From an optimization exercise on the open Yosys and OpenROAD flow, aimed at small area and a short achievable clock period; shortcuts taken in it are not production practice.
Only simulation tests tie the RTL to the original design; equivalence was not proved.
The flow treats the clock pin as an ideal source, which a real chip does not have.
Power is estimated from default activity; no workload was simulated.

==> run Z <==
// interrupt_controller
module interrupt_controller(
	pclk_i,
	prst_i,
	penable_i,
	pready_o,
	pwrite_i,
	paddr_i,
	pwdata_i,
	prdata_o,
	interrupt_active_i,
	interrupt_valid_o,
	interrupt_to_be_serviced_o,
	interrupt_serviced_i);
Settings: LEC_CHECK=0, ABC_AREA=1, CAP_MARGIN=20, CORE_MARGIN=2, CORE_UTILIZATION=40, CTS_BUF_LIST=sky130_fd_sc_hd__clkbuf_8, SLEW_MARGIN=20; clock period 30.0 ns.
standard.sh (not shown) runs the stock make flow with config.mk's settings and CLKGATE_MAP_FILE= SYNTH_SCRIPT=/design/flow/synth_recipe.tcl, a recipe that flattens the netlist after the stock synthesis.
==> flow/flow/run.sh <==
#!/bin/bash
# Own layout flow: the standard flow (standard.sh) with
#  - the standard synthesis, except that ABC maps with flow/abc.script
#    (registers are mapped before ABC runs, so they are unchanged) and,
#    when flow/arb_core.v exists, the combinational module ic_arb_core is
#    read from that gate netlist (made by gen/gen_core.py) instead of
#    being synthesised from rtl/ic.v,
#  - smaller port buffers,
#  - timing repair aimed at a setup slack margin below the clock period.
# make's full output is in standard_flow.log; ORFS's step logs are in orfs/logs/.
set -euo pipefail
source flow/params.sh
export MY_ABC_SCRIPT=$PWD/flow/abc.script
args=("BUFFER_PORTS_ARGS=-buffer_cell $PORT_BUF" "SETUP_SLACK_MARGIN=$MARGIN")
if [[ "${OWN_ABC:-1}" == 1 ]]; then args+=("SYNTH_SCRIPT=$PWD/flow/synth.tcl"); fi
if [[ -f flow/arb_core.v ]]; then
  export ARB_CORE_NETLIST=$PWD/flow/arb_core.v
  args+=("SYNTH_CANONICALIZE_TCL=$PWD/flow/subst.tcl")
fi
if [[ -n "${CTS_ARGS:-}" ]]; then args+=("CTS_ARGS=$CTS_ARGS"); fi
bash standard.sh "${args[@]}" finish > standard_flow.log 2>&1
==> flow/flow/params.sh <==
PORT_BUF=sky130_fd_sc_hd__buf_1
MARGIN=0
Other scripts of this flow, unchanged in this note and not shown: flow/flow/abc.script, flow/flow/arb_core.v, flow/flow/subst.tcl, flow/flow/synth.tcl
==> run G: changes against run Z <==
==> flow/flow/params.sh (replaced) <==
PORT_BUF=sky130_fd_sc_hd__buf_1
MARGIN=20.3
==> run summary <==
- Against run Z, the non-clock buffer count of run G is higher by 13.
- Of run Z and run G, run G has the higher register-to-register slack (gap 1.0 ns).
- Sequential power: run G is larger than run Z (about 4%).
- Between run Z and run G, the lower wire length is in run Z (gap about 12%, measured against run G).
- In clock-buffer cell count, run G and run Z do not differ.
- Against run G, the worst setup slack of run Z is worse by 1.0 ns.
- Between run Z and run G, the lower maximum frequency is in run Z (gap about 9%, measured against run G).


==> wip/amber: inputs <==
interrupt_controller again, from the RTL that the note above started with.
clock: 30.0 ns
lec_check: 0
abc_area: 1
cap_margin: 20
core_margin: 2
core_utilization: 40
cts_buf_list: sky130_fd_sc_hd__clkbuf_8
slew_margin: 20
==> flow/flow/params.sh <==
PORT_BUF=sky130_fd_sc_hd__buf_1
MARGIN=0
CTS_ARGS="-sink_clustering_enable -repair_clock_nets -buf_list sky130_fd_sc_hd__clkbuf_8 -dont_use_dummy_load"
Scripts as last shown in full above: flow/flow/run.sh
Other scripts of this flow, unchanged in this note and not shown: flow/flow/abc.script, flow/flow/arb_core.v, flow/flow/subst.tcl, flow/flow/synth.tcl
==> wip/yarrow (differences from wip/amber) <==
--- a/flow/config.mk
+++ b/flow/config.mk
@@ -9,5 +9,6 @@
 export CAP_MARGIN = 20
 export CORE_MARGIN = 2
-export CORE_UTILIZATION = 40
+export CORE_UTILIZATION = 65
 export CTS_BUF_LIST = sky130_fd_sc_hd__clkbuf_8
+export PLACE_DENSITY = 0.8
 export SLEW_MARGIN = 20
==> wip/xenon (differences from wip/amber) <==
--- a/flow/flow/run.sh
+++ b/flow/flow/run.sh
@@ -19,3 +19,4 @@
 fi
 if [[ -n "${CTS_ARGS:-}" ]]; then args+=("CTS_ARGS=$CTS_ARGS"); fi
-bash standard.sh "${args[@]}" finish > standard_flow.log 2>&1
+if [[ -n "${EXTRA:-}" ]]; then for kv in $EXTRA; do args+=("$kv"); done; fi
+bash standard.sh "${args[@]}" "${FLOW_TARGET:-finish}" > standard_flow.log 2>&1
==> flow/flow/params.sh (replaced) <==
PORT_BUF=sky130_fd_sc_hd__buf_1
MARGIN=20.5
CTS_ARGS="-sink_clustering_enable -repair_clock_nets -buf_list sky130_fd_sc_hd__clkbuf_4 -dont_use_dummy_load"
--- a/flow/config.mk
+++ b/flow/config.mk
@@ -9,5 +9,6 @@
 export CAP_MARGIN = 20
 export CORE_MARGIN = 2
-export CORE_UTILIZATION = 40
-export CTS_BUF_LIST = sky130_fd_sc_hd__clkbuf_8
+export CORE_UTILIZATION = 65
+export CTS_BUF_LIST = sky130_fd_sc_hd__clkbuf_4
+export PLACE_DENSITY = 0.8
 export SLEW_MARGIN = 20
==> comparison <==
wip/amber produced a clean layout. wip/xenon went through all stages and came out clean. wip/yarrow ran to the end with no violations.
Global-route usage: wip/yarrow > wip/xenon > wip/amber.
In wip/amber the via count is lower than in wip/xenon, by about 6%.
Of wip/amber and wip/yarrow, wip/yarrow has the higher utilization (gap 28 points).
Between wip/yarrow and wip/xenon, the lower maximum frequency is in wip/yarrow (gap about 7%, measured against wip/xenon).


==> inputs of exp/delta <==
interrupt_controller, a different RTL version from the one above (not shown whole).
// interrupt_controller
module interrupt_controller(
	pclk_i,
	prst_i,
	penable_i,
	pready_o,
	pwrite_i,
	paddr_i,
	pwdata_i,
	prdata_o,
	interrupt_active_i,
	interrupt_valid_o,
	interrupt_to_be_serviced_o,
	interrupt_serviced_i);
	input pclk_i,prst_i,penable_i,pwrite_i;
	input [3:0] paddr_i,pwdata_i;
	output reg pready_o;
	output reg [3:0] prdata_o;
	input [15:0] interrupt_active_i;
	input interrupt_serviced_i;
	output reg interrupt_valid_o;
	output reg [3:0] interrupt_to_be_serviced_o;
	reg arb;
	genvar g;
	reg [15:0] pb3, pb2, npb1, npb0;
	wire [15:0] we;
	wire [3:0] wd, rd_d;
	wire rd_en, rdy_d;
	ic_port u_port(
		.rst(prst_i), .pen(penable_i), .pw(pwrite_i),
		.pa(paddr_i), .pd(pwdata_i),
		.pb3(pb3), .pb2(pb2), .npb1(npb1), .npb0(npb0),
		.we(we), .wd(wd), .rd_en(rd_en), .rd_d(rd_d), .rdy_d(rdy_d));
	generate
		for (g = 0; g < 16; g = g + 1) begin : regs
			always @(posedge pclk_i)
				if (we[g]) begin
					pb3[g] <= wd[3];
					pb2[g] <= wd[2];
					npb1[g] <= wd[1];
					npb0[g] <= wd[0];
				end
		end
	endgenerate
	always @(posedge pclk_i) begin
		pready_o <= rdy_d;
		if (rd_en)
			prdata_o <= rd_d;
	end
	wire [3:0] nwinner;
	ic_arb_core u_core(
		.req(interrupt_active_i),
		.pb3(pb3), .pb2(pb2), .npb1(npb1), .npb0(npb0),
		.nwin(nwinner));
	always @(posedge pclk_i) begin
		if (prst_i) begin
			arb <= 1'b0;
			interrupt_valid_o <= 1'b0;
			interrupt_to_be_serviced_o <= 4'd0;
		end else begin
			arb <= (|interrupt_active_i) &
			       ((~arb & ~interrupt_valid_o) | (interrupt_valid_o & interrupt_serviced_i));
			interrupt_valid_o <= arb | (interrupt_valid_o & ~interrupt_serviced_i);
			if (arb) interrupt_to_be_serviced_o <= ~nwinner;
			else if (interrupt_serviced_i) interrupt_to_be_serviced_o <= 4'd0;
		end
	end
endmodule
==> flow/config.mk <==
export PLATFORM = sky130hd
export DESIGN_NAME = interrupt_controller
export DESIGN_NICKNAME = interrupt_controller
export VERILOG_FILES = /design/flow/design.v
export SDC_FILE = /design/flow/constraint.sdc
export NUM_CORES = 8
export LEC_CHECK = 0
export ABC_AREA = 1
export CAP_MARGIN = 20
export CORE_MARGIN = 2
export CORE_UTILIZATION = 65
export CTS_BUF_LIST = sky130_fd_sc_hd__clkbuf_4
export PLACE_DENSITY = 0.8
export SLEW_MARGIN = 20
==> flow/constraint.sdc <==
create_clock -name core_clock -period 30.0 [get_ports {pclk_i}]
set_input_delay 6.0000 -clock core_clock [delete_from_list [all_inputs] [get_ports {pclk_i}]]
set_output_delay 6.0000 -clock core_clock [all_outputs]
set_load 0.01 [all_outputs]
==> flow/flow/run.sh <==
#!/bin/bash
# Own layout flow: the standard flow (standard.sh) with
#  - the standard synthesis, except that ABC maps with flow/abc.script
#    (registers are mapped before ABC runs, so they are unchanged); also
#    the combinational modules ic_arb_core and ic_port are read from the
#    gate netlists flow/arb_core.v and flow/port.v (made by gen/gen_core8.py
#    and gen/gen_port.py) instead of being synthesised from rtl/ic.v,
#  - smaller port buffers (PORT_BUF),
#  - timing repair aimed at a setup slack margin below the clock period
#    (MARGIN), and the other settings in flow/params.sh (CTS arguments,
#    EXTRA make variables),
#  - clock buffers upsized after CTS where the register clock pins would
#    see too slow a slew (flow/clkfix.tcl).
# make's full output is in standard_flow.log; ORFS's step logs are in orfs/logs/.
set -euo pipefail
source flow/params.sh
export MY_ABC_SCRIPT=$PWD/flow/abc.script
export CLK_SLEW_LIMIT=${CLK_SLEW_LIMIT:-0.1}
args=("BUFFER_PORTS_ARGS=-buffer_cell $PORT_BUF" "SETUP_SLACK_MARGIN=$MARGIN")
if [[ "${OWN_ABC:-1}" == 1 ]]; then args+=("SYNTH_SCRIPT=$PWD/flow/synth.tcl"); fi
subst=""
if [[ -f flow/arb_core.v ]]; then subst="$subst ic_arb_core=$PWD/flow/arb_core.v"; fi
if [[ -f flow/port.v ]]; then subst="$subst ic_port=$PWD/flow/port.v"; fi
if [[ -n "$subst" ]]; then
  export SUBST_NETLISTS="$subst"
  args+=("SYNTH_CANONICALIZE_TCL=$PWD/flow/subst.tcl")
fi
if [[ -n "${CTS_ARGS:-}" ]]; then args+=("CTS_ARGS=$CTS_ARGS"); fi
if [[ -f flow/post_cts.tcl ]]; then args+=("POST_CTS_TCL=$PWD/flow/post_cts.tcl");
elif [[ -f flow/clkfix.tcl ]]; then args+=("POST_CTS_TCL=$PWD/flow/clkfix.tcl"); fi
if [[ -f flow/post_grt.tcl ]]; then args+=("POST_GLOBAL_ROUTE_TCL=$PWD/flow/post_grt.tcl"); fi
if [[ -n "${EXTRA:-}" ]]; then for kv in $EXTRA; do args+=("$kv"); done; fi
bash standard.sh "${args[@]}" "${FLOW_TARGET:-finish}" > standard_flow.log 2>&1
==> flow/flow/post_grt.tcl <==
# After global routing (POST_GLOBAL_ROUTE_TCL): gate sizing again, with the
# parasitics of the global routes; the nets it touches are routed again.
global_route -start_incremental
set sz_par -global_routing
source [file join [file dirname [info script]] size.tcl]
global_route -end_incremental
estimate_parasitics -global_routing
==> flow/flow/size.tcl <==
if {![info exists sz_par]} { set sz_par -placement }
proc sz_area_of {c} { return [get_property [get_lib_cells */[get_property $c ref_name]] area] }
proc sz_period {} { return [expr {$::env(FLOW_PERIOD_NS) - [sta::worst_slack_cmd max] * 1e9}] }
set_propagated_clock [all_clocks]
estimate_parasitics $sz_par
set sz_cells {}
set sz_area 0.0
foreach c [get_cells *] {
  set r [get_property $c ref_name]
  set lc [get_lib_cells */$r]
  if {[string match "*tap*" $r] || [string match "*fill*" $r] || [string match "*decap*" $r]} continue
  set sz_area [expr {$sz_area + [get_property $lc area]}]
  if {[regexp {__(e?s?df|s?dl)} $r]} continue
  if {[string match "*clkbuf*" $r] || [string match "*clkinv*" $r] || [string match "*conb*" $r]} continue
  if {[string match "clkbuf_*" [get_name $c]]} continue
  lappend sz_cells $c
}
set sz_best [expr {$sz_area * [sz_period]}]
puts "size.tcl: start area $sz_area period [sz_period] cells [llength $sz_cells]"
for {set pass 0} {$pass < 6} {incr pass} {
  set changed 0
  foreach c $sz_cells {
    set cur [get_property $c ref_name]
    if {![regexp {^(.*)_([0-9]+)$} $cur -> base sz]} continue
    set cura [sz_area_of $c]
    set bestcell $cur
    foreach lc [get_lib_cells */${base}_*] {
      set n [get_name $lc]
      if {![regexp "^${base}_\[0-9\]+\$" $n] || $n eq $cur} continue
      if {[string match "*lpflow*" $n] || [string match "*probe*" $n]} continue
      replace_cell $c $lc
      estimate_parasitics $sz_par
      set a [expr {$sz_area - $cura + [get_property $lc area]}]
      set o [expr {$a * [sz_period]}]
      if {$o < $sz_best - 1e-6} { set sz_best $o; set bestcell $n }
      replace_cell $c [get_lib_cells */$cur]
    }
    estimate_parasitics $sz_par
    if {$bestcell ne $cur} {
      replace_cell $c [get_lib_cells */$bestcell]
      set sz_area [expr {$sz_area - $cura + [sz_area_of $c]}]
      incr changed
    }
  }
  puts "size.tcl: pass $pass changed $changed area $sz_area period [sz_period]"
  if {$changed == 0} break
}
detailed_placement
check_placement -verbose
estimate_parasitics $sz_par
puts "size.tcl: end area $sz_area period [sz_period]"
Other scripts of this flow, unchanged in this note and not shown: flow/flow/abc.script, flow/flow/arb_core.v, flow/flow/clkfix.tcl, flow/flow/params.sh, flow/flow/port.v, flow/flow/post_cts.tcl, flow/flow/subst.tcl, flow/flow/synth.tcl
==> exp/indigo (differences from exp/delta) <==
--- a/flow/flow/run.sh
+++ b/flow/flow/run.sh
@@ -30,3 +30,2 @@
 elif [[ -f flow/clkfix.tcl ]]; then args+=("POST_CTS_TCL=$PWD/flow/clkfix.tcl"); fi
-if [[ -f flow/post_grt.tcl ]]; then args+=("POST_GLOBAL_ROUTE_TCL=$PWD/flow/post_grt.tcl"); fi
 if [[ -n "${EXTRA:-}" ]]; then for kv in $EXTRA; do args+=("$kv"); done; fi
--- a/flow/flow/size.tcl
+++ b/flow/flow/size.tcl
@@ -1,2 +1 @@
-if {![info exists sz_par]} { set sz_par -placement }
 proc sz_area_of {c} { return [get_property [get_lib_cells */[get_property $c ref_name]] area] }
@@ -4,3 +3,3 @@
 set_propagated_clock [all_clocks]
-estimate_parasitics $sz_par
+estimate_parasitics -placement
 set sz_cells {}
@@ -31,3 +30,3 @@
       replace_cell $c $lc
-      estimate_parasitics $sz_par
+      estimate_parasitics -placement
       set a [expr {$sz_area - $cura + [get_property $lc area]}]
@@ -37,3 +36,3 @@
     }
-    estimate_parasitics $sz_par
+    estimate_parasitics -placement
     if {$bestcell ne $cur} {
@@ -49,3 +48,3 @@
 check_placement -verbose
-estimate_parasitics $sz_par
+estimate_parasitics -placement
 puts "size.tcl: end area $sz_area period [sz_period]"
- CORE_UTILIZATION: 65 -> 80
- PLACE_DENSITY: 0.8 -> 0.9
removed: flow/flow/post_grt.tcl
==> exp/juniper (differences from exp/delta) <==
--- a/flow/flow/run.sh
+++ b/flow/flow/run.sh
@@ -11,5 +11,2 @@
 #    EXTRA make variables),
-#  - clock buffers upsized after CTS where the register clock pins would
-#    see too slow a slew (flow/clkfix.tcl).
-# make's full output is in standard_flow.log; ORFS's step logs are in orfs/logs/.
 set -euo pipefail
@@ -30,3 +27,2 @@
 elif [[ -f flow/clkfix.tcl ]]; then args+=("POST_CTS_TCL=$PWD/flow/clkfix.tcl"); fi
-if [[ -f flow/post_grt.tcl ]]; then args+=("POST_GLOBAL_ROUTE_TCL=$PWD/flow/post_grt.tcl"); fi
 if [[ -n "${EXTRA:-}" ]]; then for kv in $EXTRA; do args+=("$kv"); done; fi
--- a/flow/flow/size.tcl
+++ b/flow/flow/size.tcl
@@ -1,2 +1 @@
-if {![info exists sz_par]} { set sz_par -placement }
 proc sz_area_of {c} { return [get_property [get_lib_cells */[get_property $c ref_name]] area] }
@@ -4,3 +3,3 @@
 set_propagated_clock [all_clocks]
-estimate_parasitics $sz_par
+estimate_parasitics -placement
 set sz_cells {}
@@ -31,3 +30,3 @@
       replace_cell $c $lc
-      estimate_parasitics $sz_par
+      estimate_parasitics -placement
       set a [expr {$sz_area - $cura + [get_property $lc area]}]
@@ -37,3 +36,3 @@
     }
-    estimate_parasitics $sz_par
+    estimate_parasitics -placement
     if {$bestcell ne $cur} {
@@ -49,3 +48,3 @@
 check_placement -verbose
-estimate_parasitics $sz_par
+estimate_parasitics -placement
 puts "size.tcl: end area $sz_area period [sz_period]"
- CORE_UTILIZATION: 65 -> 45
- PLACE_DENSITY: 0.8 -> 0.7
removed: flow/flow/post_grt.tcl
==> exp/willow (differences from exp/delta) <==
--- a/flow/flow/run.sh
+++ b/flow/flow/run.sh
@@ -11,5 +11,2 @@
 #    EXTRA make variables),
-#  - clock buffers upsized after CTS where the register clock pins would
-#    see too slow a slew (flow/clkfix.tcl).
-# make's full output is in standard_flow.log; ORFS's step logs are in orfs/logs/.
 set -euo pipefail
@@ -30,3 +27,2 @@
 elif [[ -f flow/clkfix.tcl ]]; then args+=("POST_CTS_TCL=$PWD/flow/clkfix.tcl"); fi
-if [[ -f flow/post_grt.tcl ]]; then args+=("POST_GLOBAL_ROUTE_TCL=$PWD/flow/post_grt.tcl"); fi
 if [[ -n "${EXTRA:-}" ]]; then for kv in $EXTRA; do args+=("$kv"); done; fi
--- a/flow/flow/size.tcl
+++ b/flow/flow/size.tcl
@@ -47,2 +47,50 @@
 }
+# group moves: every u_core cell of a kind and drive strength one step up
+# or down at once (the per-source gates are on equal paths)
+proc sz_step {base sz dir} {
+  set sizes {}
+  foreach lc [get_lib_cells */${base}_*] {
+    if {[regexp "^${base}_(\[0-9\]+)\$" [get_name $lc] -> n]} { lappend sizes $n }
+  }
+  set sizes [lsort -integer $sizes]
+  set i [lsearch -exact $sizes $sz]
+  set j [expr {$i + $dir}]
+  if {$i < 0 || $j < 0 || $j >= [llength $sizes]} { return "" }
+  return ${base}_[lindex $sizes $j]
+}
+set sz_groups [dict create]
+foreach c $sz_cells {
+  if {![string match "u_core.*" [get_name $c]]} continue
+  dict lappend sz_groups [get_property $c ref_name] $c
+}
+set improved 1
+while {$improved} {
+  set improved 0
+  dict for {ref members} $sz_groups {
+    if {[llength $members] < 4} continue
+    regexp {^(.*)_([0-9]+)$} $ref -> base sz
+    foreach dir {1 -1} {
+      set to [sz_step $base $sz $dir]
+      if {$to eq ""} continue
+      set d [expr {[get_property [get_lib_cells */$to] area] - [get_property [get_lib_cells */$ref] area]}]
+      foreach c $members { replace_cell $c [get_lib_cells */$to] }
+      estimate_parasitics $sz_par
+      set a [expr {$sz_area + $d * [llength $members]}]
+      set o [expr {$a * [sz_period]}]
+      if {$o < $sz_best - 1e-6} {
+        puts "size.tcl: group $ref ([llength $members]) -> $to"
+        set sz_best $o
+        set sz_area $a
+        set sz_groups [dict remove $sz_groups $ref]
+        dict set sz_groups $to $members
+        set improved 1
+        break
+      }
+      foreach c $members { replace_cell $c [get_lib_cells */$ref] }
+      estimate_parasitics $sz_par
+    }
+    if {$improved} break
+  }
+}
+puts "size.tcl: after groups area $sz_area period [sz_period]"
 detailed_placement
- CORE_UTILIZATION: 65 -> 50
- PLACE_DENSITY: 0.8 -> 0.7
removed: flow/flow/post_grt.tcl
==> flow_results.org <==
** Power and ir drop
- Sequential Power :: 0.137 mW

** Setup path
- STA classifies the critical path startpoint as an input pin.
- Data arrives at the worst endpoint at around 9800 ps.
- R2r worst-path depth :: 17

** Clocking
- Clock-pin slew was measured on the worst setup and hold paths at 90 ps.

** Drt
- Summed over all nets, wire length on met2 after detailed routing comes to 5063 um.
- Routed signal wires occupy layers up through met4.

** Global route
- The first global-routing pass estimated 17660 um of wire.

** Outcome
- The run finished with no timing, DRC or antenna violations.
(the above is from exp/juniper)
==> flow_results.org <==
** Drt
- The routed design uses ~5200 um of met2 wire.
- After detailed routing, no signal wire sits above met4.

** Setup path
- The worst register-to-register path has a depth of 20.
- STA classifies the critical path startpoint as an input pin.
- WP data arrival :: 9710 ps

** Final layout
- For this run, the share of the core covered by cells in the final layout is 0.7379.

** Synth
- Of the total synthesized cell area, the portion taken by full adders, half adders and majority gates is 0.

** Timing
- Across all hold checks on the routed design, the worst slack comes to roughly 500 ps.
- Final count of hold timing violations :: 0

** Clocking
- Clk pin slew, worst setup/hold paths :: 80 ps

** Power and ir drop
- Sequential Power :: 0.137 mW
- Per report_power, the top consumer among the power groups is registers.

** Global route
- Maximum number of pins on one net before global-route repair :: 24
- Global-route wire length before repair :: 18510 um

** Outcome
- The run finished with no timing, DRC or antenna violations.

** Worst hold path
- Type of the tightest min-delay check :: flop to flop
(the above is from exp/delta)
==> flow_results.org <==
** Outcome
- The run stopped with a tool error.
- It got as far as global routing (5_1_grt) and failed there.
- The tool reported: "[ERROR GRT-0116] Global routing finished with congestion. Check the congestion regions in the DRC Viewer".

** Floorplanning
- Overall die height :: 74.28 um

** Global route
- Global-route wire length before repair :: 29680 um
- Routing usage on met3 :: 0.6396

** Synth
- Post-synth net total :: 402
- The synthesized design contains 68 enable-type register cells.
- For this run, asynchronously set or reset flops after synthesis account for 0.
- Area leader, netlist :: sky130_fd_sc_hd__edfxtp_1
- Compound-gate portion of the synthesized area :: 0.2479
- Netlist Area Pre-Place :: 0.003951 mm^2
- Post-Synthesis Cells :: 373
- Of the total synthesized cell area, the portion taken by XOR and XNOR cells is 0.
- For this run, the number of Yosys warnings is 1.

** Placed design
- Summing all placed instances gives a cell area of 0.004178 mm^2.
- Counting tap cells, the placed design contains a total of 478 instances.
(the above is from exp/indigo)
==> flow_results.org <==
** Floorplanning
- Die X :: roughly 93 um
- For this configuration, the core starts out at a cell density of 0.5140.

** Setup path
- WP data arrival :: 9620 ps
- The worst setup path is launched from an input pin.

** Global route
- Global-route wire length before repair :: 18170 um

** Timing
- The clock arrives with 31.38 ps of skew.

** Power and ir drop
- Per report_power, the Sequential row totals 0.137 mW.

** Drt
- Routed signal wires occupy layers up through met4.

** Outcome
- Run status :: timing/DRC/antenna clean

** Clocking
- Clk pin slew, worst setup/hold paths :: 70 ps
(the above is from exp/willow)

[re-timing with driven ports]
How much do the figures lean on ideal ports? The routed layouts below were timed once more, with nothing changed but the port constraints. Step 1 assumes that a clkbuf_16 drives the clock port and a buf_2 every other input. Step 2 moves the port delays by t, midway between the first and last clock arrival at a register: inputs arrive t later, outputs are due t later. That takes back most of the time a late clock gives input paths. Slacks: ideal / step 1 / step 2; pairs: ideal / step 1.
run	t (ns)	setup slack, ns	pins driven straight from the clock port
run Z	0.392	19.368 / 19.368 / 18.977	1
run G	0.387	20.377 / 20.389 / 20.003	1
wip/amber	0.381	20.122 / 20.136 / 19.755	1
wip/yarrow	0.368	19.879 / 19.890 / 19.522	1
wip/xenon	0.453	20.577 / 20.586 / 20.134	1
exp/delta	0.446	20.603 / 20.609 / 20.163	1
exp/juniper	0.443	20.506 / 20.507 / 20.064	1
exp/willow	0.450	20.674 / 20.685 / 20.235	1
After both steps every run listed still meets setup and hold. For wip/xenon, which loses most, drivers alone change the setup slack by +0.009 ns; drivers and shift together by -0.443 ns.
